This is an optimization exercise on Yosys and OpenROAD, whose aim is a short achievable clock period and few clock cycles per item, not a production implementation.
No functional check of the RTL was part of this run.
Power and IR drop assume default switching activity.

$ cat flow/constraint.sdc
create_clock -name core_clock -period 10.0 [get_ports {clk}]
set_input_delay 2.0000 -clock core_clock [delete_from_list [all_inputs] [get_ports {clk}]]
set_output_delay 2.0000 -clock core_clock [all_outputs]
set_load 0.01 [all_outputs]
$ cat flow/standard.sh
#!/bin/bash
# synth_recipe.tcl (not shown) runs the flow's synth.tcl, then flattens the netlist and writes it again
# the make line also repeats each setting of config.mk as NAME=value (left out here)
make -C /OpenROAD-flow-scripts/flow DESIGN_CONFIG=/design/flow/config.mk WORK_HOME=/design/flow/orfs CLKGATE_MAP_FILE= SYNTH_SCRIPT=/design/flow/synth_recipe.tcl "${@:-finish}"
$ cat flow/design.v
module cpu_datapath(
    input clk,
    input rst,
    input [31:0] instruction,
    input i_mem_resp,
    input d_mem_resp,
    input [31:0] d_rdata,
    output logic [31:0] pc,
    output logic i_read,
    output logic d_mem_read,
    output logic d_mem_write,
    output logic [31:0] d_mem_address,
    output logic [31:0] d_wdata,
    output logic [3:0] d_wmask
);
localparam logic [6:0] OP_LUI   = 7'b0110111;
localparam logic [6:0] OP_AUIPC = 7'b0010111;
localparam logic [6:0] OP_JAL   = 7'b1101111;
localparam logic [6:0] OP_JALR  = 7'b1100111;
localparam logic [6:0] OP_BR    = 7'b1100011;
localparam logic [6:0] OP_LOAD  = 7'b0000011;
localparam logic [6:0] OP_STORE = 7'b0100011;
localparam logic [6:0] OP_IMM   = 7'b0010011;
localparam logic [6:0] OP_REG   = 7'b0110011;
localparam int BB  = 3;            
localparam int NB  = 1 << BB;
localparam int FBN = 2;            
assign i_read = 1'b1;
logic [31:0] f_pc;
logic [2:0]  fb_n;
localparam int FEW = 67 + 9 + 64;
logic [FEW-1:0] fbq [FBN];         
logic        d_valid;
logic [31:0] d_instr;
logic [8:0]  d_dec;
logic [31:0] d_timm, d_aimm;
logic [31:0] d_pc;
logic [2:0]  d_bp;
logic        d_redir_done;
logic        e_valid;
logic [31:0] e_rs1v, e_rs2x, e_sd, e_pre, e_fix, e_pc, e_btgt;
logic        e_fa_m, e_fb_m, e_sd_m;
logic        e_sub;
logic        e_op_add, e_op_slt, e_op_sltu, e_op_xor, e_op_or, e_op_and, e_op_pre;
logic        e_sh, e_sra, e_sl;
logic        e_br, e_pred, e_jalr, e_load, e_store, e_wen;
logic        e_isbr, e_isjal;
logic        e_c_eq, e_c_lts, e_c_ltu, e_c_inv;
logic [2:0]  e_bp;
logic [2:0]  e_f3;
logic [4:0]  e_rd;
logic        m_load, m_wen, m_sh, m_sra, m_sl;
logic [31:0] m_res, m_sa;
logic        q_read, q_write;
logic [31:2] q_addr;
logic [31:0] q_wdata;
logic [3:0]  q_wmask;
logic [4:0]  m_samt;
logic [2:0]  m_f3;
logic [4:0]  m_rd;
logic        m_br, m_isjal, m_jalr;
logic        m_ceq, m_clts, m_cltu, m_inv, m_pred, m_eq, m_lts, m_ltu;
logic [2:0]  m_bp;
logic [31:0] m_pc, m_btgt;
logic        x_redir;             
logic [31:0] x_tgt;
logic        w_wen;
logic [4:0]  w_rd;
logic [31:0] w_res;
logic [31:0] rf [1:31];
assign pc = f_pc;
assign d_mem_read = q_read;
assign d_mem_write = q_write;
assign d_mem_address = {q_addr, 2'b00};
assign d_wdata = q_wdata;
assign d_wmask = q_wmask;
logic freeze;
assign freeze = (q_read | q_write) & ~d_mem_resp & (q_read | e_load | e_store);
logic [6:0] d_op;
logic [2:0] d_f3;
logic [4:0] d_rs1, d_rs2, d_rd;
logic d_lui, d_auipc, d_jal, d_jalr, d_brn, d_load, d_store, d_opimm, d_opreg, d_alu;
logic d_use1, d_use2, d_wen, d_shift, d_sub;
logic [31:0] i_imm, u_imm, d_imm, d_target, d_pc4, d_jtgt;
logic d_fpt, d_bad, d_pred, d_jfast, d_redirect, stall_d;
logic [31:0] d_rtarget;
logic [31:0] rf1, rf2, d_rs1v, d_rs2v;
assign d_op  = d_instr[6:0];
assign d_f3  = d_instr[14:12];
assign d_rs1 = d_instr[19:15];
assign d_rs2 = d_instr[24:20];
assign d_rd  = d_instr[11:7];
assign {d_lui, d_auipc, d_jal, d_jalr, d_brn, d_load, d_store, d_opimm, d_opreg} = d_dec;
assign d_alu   = d_opimm | d_opreg;
assign d_shift = d_alu & (d_f3[1:0] == 2'b01);
assign d_sub = d_brn | (d_alu & (d_f3[2:1] == 2'b01)) | (d_opreg & d_f3 == 3'b000 & d_instr[30]);
assign d_use1 = d_jalr | d_brn | d_load | d_store | d_opimm | d_opreg;
assign d_use2 = d_brn | d_store | d_opreg;
assign d_wen  = (d_lui | d_auipc | d_jal | d_jalr | d_load | d_opimm | d_opreg) & (d_rd != 5'd0);
assign i_imm = {{21{d_instr[31]}}, d_instr[30:20]};
assign u_imm = {d_instr[31:12], 12'b0};
assign d_imm  = d_aimm;
assign d_target = d_pc + d_timm;
assign d_pc4 = d_pc + 32'd4;
assign d_jfast = d_jalr & e_op_pre & e_wen & (e_rd == d_rs1);
assign d_jtgt = e_pre + i_imm;
assign d_fpt = d_bp[2] & d_bp[1];            
assign d_pred = d_jal | (d_brn & (d_bp[2] ? d_bp[1] : (d_instr[31] | d_f3 == 3'b001)));
assign d_bad = d_fpt & ~(d_jal | d_brn);
assign d_redirect = d_valid & ((d_pred & ~d_fpt) | d_bad | d_jfast);
assign d_rtarget = d_bad ? d_pc4 : d_jfast ? {d_jtgt[31:1], 1'b0} : d_target;
logic [31:0] w_next;
assign rf1 = (d_rs1 == 5'd0) ? 32'd0 : rf[d_rs1];
assign rf2 = (d_rs2 == 5'd0) ? 32'd0 : rf[d_rs2];
assign d_rs1v = (m_wen && m_rd == d_rs1) ? w_next : (w_wen && w_rd == d_rs1) ? w_res : rf1;
assign d_rs2v = (m_wen && m_rd == d_rs2) ? w_next : (w_wen && w_rd == d_rs2) ? w_res : rf2;
assign stall_d = d_valid & (((e_load | e_sh) & e_wen &
                             ((d_use1 & (e_rd == d_rs1)) | (d_use2 & (e_rd == d_rs2)))) |
                            (m_sh & m_wen &
                             ((d_use1 & (m_rd == d_rs1)) | (d_use2 & (m_rd == d_rs2)))));
logic [31:0] fa, bx, sd, sum, res;
logic eq, ltu, lts, cout;
assign fa = e_fa_m ? m_res : e_rs1v;
assign bx = e_fb_m ? (m_res ^ {32{e_sub}}) : e_rs2x;
assign sd = e_sd_m ? m_res : e_sd;
logic [5:0][31:0] kg, kp;
always_comb begin
    kp[0] = fa ^ bx;
    kg[0] = fa & bx;
    kg[0][0] = kg[0][0] | (kp[0][0] & e_sub);
    for (int l = 0; l < 5; l++) begin
        for (int i = 0; i < 32; i++) begin
            if (i >= (1 << l)) begin
                kg[l+1][i] = kg[l][i] | (kp[l][i] & kg[l][i - (1 << l)]);
                kp[l+1][i] = kp[l][i] & kp[l][i - (1 << l)];
            end else begin
                kg[l+1][i] = kg[l][i];
                kp[l+1][i] = kp[l][i];
            end
        end
    end
end
assign sum = kp[0] ^ {kg[5][30:0], e_sub};
assign cout = kg[5][31];
assign eq = &kp[0];
assign ltu = ~cout;
assign lts = (fa[31] ^ bx[31] ^ e_sub) ? fa[31] : ltu;
assign res = ({32{e_op_add}} & sum)
           | ({32{e_op_slt}} & {31'd0, lts})
           | ({32{e_op_sltu}} & {31'd0, ltu})
           | ({32{e_op_xor}} & (fa ^ bx))
           | ({32{e_op_or}} & (fa | bx))
           | ({32{e_op_and}} & (fa & bx))
           | ({32{e_op_pre}} & e_pre);
logic m_taken;
assign m_taken = ((m_ceq & m_eq) | (m_clts & m_lts) | (m_cltu & m_ltu)) ^ m_inv;
assign x_redir = (m_br & (m_taken ^ m_pred)) | m_jalr;
logic [31:0] st_data;
logic [3:0] st_mask;
always_comb begin
    case (e_f3[1:0])
        2'b00: begin
            st_data = {4{sd[7:0]}};
            st_mask = 4'b0001 << sum[1:0];
        end
        2'b01: begin
            st_data = {2{sd[15:0]}};
            st_mask = sum[1] ? 4'b1100 : 4'b0011;
        end
        default: begin
            st_data = sd;
            st_mask = 4'b1111;
        end
    endcase
end
logic [7:0] ld_b;
logic [15:0] ld_h;
logic [31:0] ld_v, sh_v;
always_comb begin
    case (m_res[1:0])
        2'b00: ld_b = d_rdata[7:0];
        2'b01: ld_b = d_rdata[15:8];
        2'b10: ld_b = d_rdata[23:16];
        default: ld_b = d_rdata[31:24];
    endcase
    ld_h = m_res[1] ? d_rdata[31:16] : d_rdata[15:0];
    case (m_f3)
        3'b000: ld_v = {{24{ld_b[7]}}, ld_b};
        3'b001: ld_v = {{16{ld_h[15]}}, ld_h};
        3'b100: ld_v = {24'd0, ld_b};
        3'b101: ld_v = {16'd0, ld_h};
        default: ld_v = d_rdata;
    endcase
end
assign w_next = m_load ? ld_v : m_res;
assign sh_v = m_sl ? (m_sa << m_samt) : 32'($signed({m_sra & m_sa[31], m_sa}) >>> m_samt);
logic [NB-1:0] btb_v;
logic [29-BB:0] btb_tag [NB];
logic [29:0] btb_tgt [NB];
logic [1:0] btb_ctr [NB];
logic [BB-1:0] f_idx;
logic f_hit, f_bpt;
logic [1:0] f_ctr;
logic [31:0] f_next;
assign f_idx = f_pc[BB+1:2];
assign f_hit = btb_v[f_idx] & (btb_tag[f_idx] == f_pc[31:BB+2]);
assign f_ctr = btb_ctr[f_idx];
assign f_bpt = f_hit & f_ctr[1];
assign f_next = f_bpt ? {btb_tgt[f_idx], 2'b00} : f_pc + 32'd4;
logic u_we;
logic [BB-1:0] u_idx;
logic [29-BB:0] u_tag;
logic [29:0] u_tgt;
logic [1:0] u_ctr;
always_ff @(posedge clk) begin
    if (rst)
        u_we <= 1'b0;
    else
        u_we <= ~freeze & (m_isjal | (m_br & (m_taken | m_bp[2])));
    u_idx <= m_pc[BB+1:2];
    u_tag <= m_pc[31:BB+2];
    u_tgt <= m_btgt[31:2];
    if (!m_bp[2])
        u_ctr <= 2'b10;
    else if (m_isjal | m_taken)
        u_ctr <= (m_bp[1:0] == 2'b11) ? 2'b11 : m_bp[1:0] + 2'd1;
    else
        u_ctr <= (m_bp[1:0] == 2'b00) ? 2'b00 : m_bp[1:0] - 2'd1;
end
always_ff @(posedge clk) begin
    if (rst)
        btb_v <= '0;
    else if (u_we)
        btb_v[u_idx] <= 1'b1;
end
always_ff @(posedge clk) begin
    if (u_we) begin
        btb_tag[u_idx] <= u_tag;
        btb_tgt[u_idx] <= u_tgt;
        btb_ctr[u_idx] <= u_ctr;
    end
end
logic fetched, d_take, d_redir_go;
logic [FEW-1:0] f_ent;
logic [6:0] f_op;
logic [8:0] f_dec;
logic [31:0] f_iimm, f_simm, f_bimm, f_uimm, f_jimm, f_timm, f_aimm;
assign d_take = ~freeze & ~stall_d;
assign d_redir_go = d_redirect & ~d_redir_done & ~x_redir;
assign fetched = i_mem_resp & (fb_n != 3'(FBN)) & ~x_redir & ~d_redir_go;
assign f_op = instruction[6:0];
assign f_dec = {f_op == OP_LUI, f_op == OP_AUIPC, f_op == OP_JAL, f_op == OP_JALR, f_op == OP_BR,
                f_op == OP_LOAD, f_op == OP_STORE, f_op == OP_IMM, f_op == OP_REG};
assign f_iimm = {{21{instruction[31]}}, instruction[30:20]};
assign f_simm = {{21{instruction[31]}}, instruction[30:25], instruction[11:7]};
assign f_bimm = {{20{instruction[31]}}, instruction[7], instruction[30:25], instruction[11:8], 1'b0};
assign f_uimm = {instruction[31:12], 12'b0};
assign f_jimm = {{12{instruction[31]}}, instruction[19:12], instruction[20], instruction[30:21], 1'b0};
assign f_timm = f_dec[6] ? f_jimm : f_dec[4] ? f_bimm : f_uimm;
assign f_aimm = f_dec[2] ? f_simm : (f_dec[8] | f_dec[7]) ? f_uimm : f_iimm;
assign f_ent = {f_dec, f_timm, f_aimm, f_hit, f_ctr, f_pc, instruction};
always_ff @(posedge clk) begin
    if (rst)
        f_pc <= 32'h00000060;
    else if (x_redir)
        f_pc <= x_tgt;
    else if (d_redir_go)
        f_pc <= d_rtarget;
    else if (fetched)
        f_pc <= f_next;
end
always_ff @(posedge clk) begin
    if (rst || x_redir || d_redir_go)
        fb_n <= 3'd0;
    else if (d_take && fb_n != 3'd0)
        fb_n <= fb_n - 3'd1 + {2'b0, fetched};
    else if (fetched && !d_take)
        fb_n <= fb_n + 3'd1;
end
always_ff @(posedge clk) begin
    for (int i = 0; i < FBN; i++) begin
        if (d_take) begin
            if (i == int'(fb_n) - 1)
                fbq[i] <= f_ent;
            else if (i + 1 < FBN)
                fbq[i] <= fbq[(i + 1) % FBN];
        end else if (i == int'(fb_n))
            fbq[i] <= f_ent;
    end
end
always_ff @(posedge clk) begin
    if (rst || x_redir)
        d_valid <= 1'b0;
    else if (d_take)
        d_valid <= ((fb_n != 3'd0) | fetched) & ~d_redir_go;
end
always_ff @(posedge clk) begin
    if (rst || d_take)
        d_redir_done <= 1'b0;
    else if (d_redir_go)
        d_redir_done <= 1'b1;
end
always_ff @(posedge clk) begin
    if (d_take)
        {d_dec, d_timm, d_aimm, d_bp, d_pc, d_instr} <= (fb_n != 3'd0) ? fbq[0] : f_ent;
end
logic d_go;
assign d_go = d_valid & ~stall_d & ~x_redir;
always_ff @(posedge clk) begin
    if (rst) begin
        e_valid <= 1'b0;
        e_isbr <= 1'b0;
        e_isjal <= 1'b0;
        e_br <= 1'b0;
        e_jalr <= 1'b0;
        e_load <= 1'b0;
        e_store <= 1'b0;
        e_wen <= 1'b0;
        e_sh <= 1'b0;
    end else if (x_redir) begin
        e_valid <= 1'b0;
        e_isbr <= 1'b0;
        e_isjal <= 1'b0;
        e_br <= 1'b0;
        e_jalr <= 1'b0;
        e_load <= 1'b0;
        e_store <= 1'b0;
        e_wen <= 1'b0;
        e_sh <= 1'b0;
    end else if (!freeze) begin
        e_valid <= d_go;
        e_isbr <= d_go & d_brn;
        e_isjal <= d_go & d_jal;
        e_br <= d_go & d_brn;
        e_jalr <= d_go & d_jalr & ~d_jfast & ~d_redir_done;
        e_load <= d_go & d_load;
        e_store <= d_go & d_store;
        e_wen <= d_go & d_wen;
        e_sh <= d_go & d_shift;
    end
end
always_ff @(posedge clk) begin
    if (!freeze) begin
        e_rd <= d_rd;
        e_f3 <= d_f3;
        e_rs1v <= d_rs1v;
        e_rs2x <= ((d_opreg | d_brn) ? d_rs2v : d_imm) ^ {32{d_sub}};
        e_sd <= d_rs2v;
        e_pre <= d_lui ? u_imm : d_auipc ? d_target : d_pc4;
        e_fix <= d_pred ? d_pc4 : d_target;
        e_pred <= d_pred;
        e_bp <= d_bp;
        e_pc <= d_pc;
        e_btgt <= d_target;
        e_fa_m <= e_wen & (e_rd == d_rs1);
        e_fb_m <= e_wen & (e_rd == d_rs2) & (d_opreg | d_brn);
        e_sd_m <= e_wen & (e_rd == d_rs2);
        e_sub <= d_sub;
        e_op_add  <= d_load | d_store | (d_alu & d_f3 == 3'b000);
        e_op_slt  <= d_alu & d_f3 == 3'b010;
        e_op_sltu <= d_alu & d_f3 == 3'b011;
        e_op_xor  <= d_alu & d_f3 == 3'b100;
        e_op_or   <= d_alu & d_f3 == 3'b110;
        e_op_and  <= d_alu & d_f3 == 3'b111;
        e_op_pre  <= d_lui | d_auipc | d_jal | d_jalr;
        e_sra     <= d_instr[30];
        e_sl      <= ~d_f3[2];
        e_c_eq  <= d_f3[2:1] == 2'b00;
        e_c_lts <= d_f3[2:1] == 2'b10;
        e_c_ltu <= d_f3[2:1] == 2'b11;
        e_c_inv <= d_f3[0];
    end
end
always_ff @(posedge clk) begin
    if (rst) begin
        m_br <= 1'b0;
        m_isjal <= 1'b0;
        m_jalr <= 1'b0;
    end else if (!freeze) begin
        m_br <= e_br & ~x_redir;
        m_isjal <= e_isjal & ~x_redir;
        m_jalr <= e_jalr & ~x_redir;
    end
    if (!freeze) begin
        x_tgt <= e_jalr ? {sum[31:1], 1'b0} : e_fix;
        m_ceq <= e_c_eq;
        m_clts <= e_c_lts;
        m_cltu <= e_c_ltu;
        m_inv <= e_c_inv;
        m_pred <= e_pred;
        m_eq <= eq;
        m_lts <= lts;
        m_ltu <= ltu;
        m_bp <= e_bp;
        m_pc <= e_pc;
        m_btgt <= e_btgt;
    end
end
always_ff @(posedge clk) begin
    if (rst) begin
        m_load <= 1'b0;
        m_wen <= 1'b0;
        m_sh <= 1'b0;
    end else if (!freeze) begin
        m_load <= e_load & ~x_redir;
        m_wen <= e_wen & ~x_redir;
        m_sh <= e_sh;
    end
end
always_ff @(posedge clk) begin
    if (!freeze) begin
        m_res <= res;
        m_f3 <= e_f3;
        m_rd <= e_rd;
        m_sa <= fa;
        m_samt <= bx[4:0];
        m_sra <= e_sra;
        m_sl <= e_sl;
    end
end
always_ff @(posedge clk) begin
    if (rst) begin
        q_read <= 1'b0;
        q_write <= 1'b0;
    end else if (!(q_read | q_write) || d_mem_resp) begin
        q_read <= e_load & ~x_redir;
        q_write <= e_store & ~x_redir;
    end
end
always_ff @(posedge clk) begin
    if (!(q_read | q_write) || d_mem_resp) begin
        q_addr <= sum[31:2];
        q_wdata <= st_data;
        q_wmask <= st_mask;
    end
end
always_ff @(posedge clk) begin
    if (rst)
        w_wen <= 1'b0;
    else if (!freeze)
        w_wen <= m_wen;
end
always_ff @(posedge clk) begin
    if (!freeze) begin
        w_rd <= m_rd;
        w_res <= m_sh ? sh_v : w_next;
    end
end
always_ff @(posedge clk) begin
    if (w_wen)
        rf[w_rd] <= w_res;
end
endmodule
$ cat flow/flow/run.sh
#!/bin/bash
# Standard layout with two changes to how it is made: repair_timing aims well
# past the clock period (setup margin 7 ns), and Yosys maps adders to plain
# gates instead of the library's full-adder cells. The clock, constraints and
# register set are unchanged.
set -euo pipefail
bash standard.sh ADDER_MAP_FILE= SETUP_SLACK_MARGIN=7 finish > standard_flow.log 2>&1
$ cat flow/config.mk
export PLATFORM = sky130hd
export DESIGN_NAME = cpu_datapath
export DESIGN_NICKNAME = cpu_datapath
export VERILOG_FILES = /design/flow/design.v
export SDC_FILE = /design/flow/constraint.sdc
export NUM_CORES = 4
export LEC_CHECK = 0
export CAP_MARGIN = 20
export CORE_MARGIN = 2
export CORE_UTILIZATION = 70
export PLACE_DENSITY = 0.75
export SLEW_MARGIN = 20
export TNS_END_PERCENT = 20
==> results.py <==
metrics = {
    "timing": {
        "grt-worst-endpoint": "f_pc[6]$_SDFFE_PP1N_/D",
        "worstEpCategory": "register input",
    },
    "floorplanning": {
        "rows": 150,
        "die_w_um": 415,
        "io_pins": 171,
        "start_util_pct": 70.7,
        "fp.dieH_um": 415,
    },
    "cts": {
        "cts_buffers": 237,
        "htree_levels": 4,
        "ctsHoldBuffers": 0,
        "cts.sinks": 2523,
        "cts_buffer_depth": 3,
        "root_buffer": "clkbuf_16",
    },
    "placement": {
        "hpwl_mm": 233,
        "dp.cells": 10071,
        "pre_cts_ws_ps": 2910,
        "numPortBuffers": 167,
        "gp_congestion": 1.07,
        "placed_cell_area_mm2": 0.122,
    },
    "status": {
        "error_line": "[ERROR DPL-0033] detailed placement checks failed during check placement.",
        "haltStage": "global routing",
        "outcome": "stopped before the end",
    },
    "logic_synthesis": {
        "ys.warnings.count": 2,
        "synth_edf_count": 2386,
        "async_flop_share_pct": 0,
        "ys_types": 99,
        "ys.flop_type": "edfxtp_1",
        "synth.avg_cell_area_um2": 14.5,
        "yosysSeqAreaShare_pct": 62.8,
        "syn_area_mm2": 0.118,
        "synthCells": 8159,
        "ys_ff_latch": 2523,
    },
    "global_routing": {
        "grt_max_degree": 87,
        "grt_antenna_before_repair": 64,
    },
}
==> logic make-up after synthesis <==
family                   synth area share (%)
AO/OA/AOI/OAI                            7.42
multiplexers                             17.4
adder cells (fa/ha/maj)                 0.379
other                                 0.00634
AND/OR/NAND/NOR                          6.47
buffers and inverters                    2.86
flip-flops                               62.8
XOR/XNOR                                 2.66
==> power by group through the flow <==
stage / clock, W / sequential, W / combinational, W
after floorplan: 0 / 0.0122 / 0.00149
after global placement: 0 / 0.0124 / 0.00239
after detailed placement: 0 / 0.0124 / 0.00242
after CTS: 0.00932 / 0.0122 / 0.00261
==> synthesized netlist by cell type, drive strengths merged (9+ instances only) <==
cell type	n	area (µm²)
xnor2	232	2030
a21o	27	203
nor4	17	143
xor2	128	1120
nand3	74	370
and3	27	169
nand4	25	156
o31ai	16	120
a31oi	57	357
a211oi	135	1030
a22oi	29	218
maj3	44	449
mux2i	342	3490
nor2b	46	288
nand2b	44	283
edfxtp	2386	71600
mux2	118	1340
buf	202	1050
nand2	760	2850
o21a	9	67.6
o21bai	13	97.6
or3	16	100
dfxtp	137	2740
a21oi	543	2730
a221oi	20	175
o22ai	56	350
o211ai	49	373
clkbuf	430	1620
nor2	652	2450
inv	188	706
mux4	700	15800
o21ai	358	1800
o221ai	11	96.3
and2	26	163
a32oi	18	158
or2	20	128
a221o	26	260
a21boi	10	75.1
nor3	54	270
==> what timing repair did <==
item | in CTS
setup endpoints to repair | 1572
resized for setup | 642
pin swaps | 87
gates cloned | 81
buffers inserted | 180
==> through the flow <==
| step | total power [W] | hold WS, ps |
|---|---|---|
| 3_5_place_dp | 0.0148 | 327 |
| 2_1_floorplan | 0.0137 | 323 |
| 4_1_cts | 0.0241 | 307 |
| 3_3_place_gp | 0.0148 | 326 |
==> how the worst max path moves through the flow <==
stage | from | endpoint | cells after the start | slack [ps]
global placement | d_mem_resp | fbq[1][16]$_DFFE_PP_ | 10 | 3020
CTS | flip-flop | f_pc[5]$_SDFFE_PP1N_ | 14 | 6210
floorplan | d_mem_resp | fbq[0][82]$_DFFE_PP_ | 10 | 3520
detailed placement | d_mem_resp | fbq[1][16]$_DFFE_PP_ | 10 | 2910
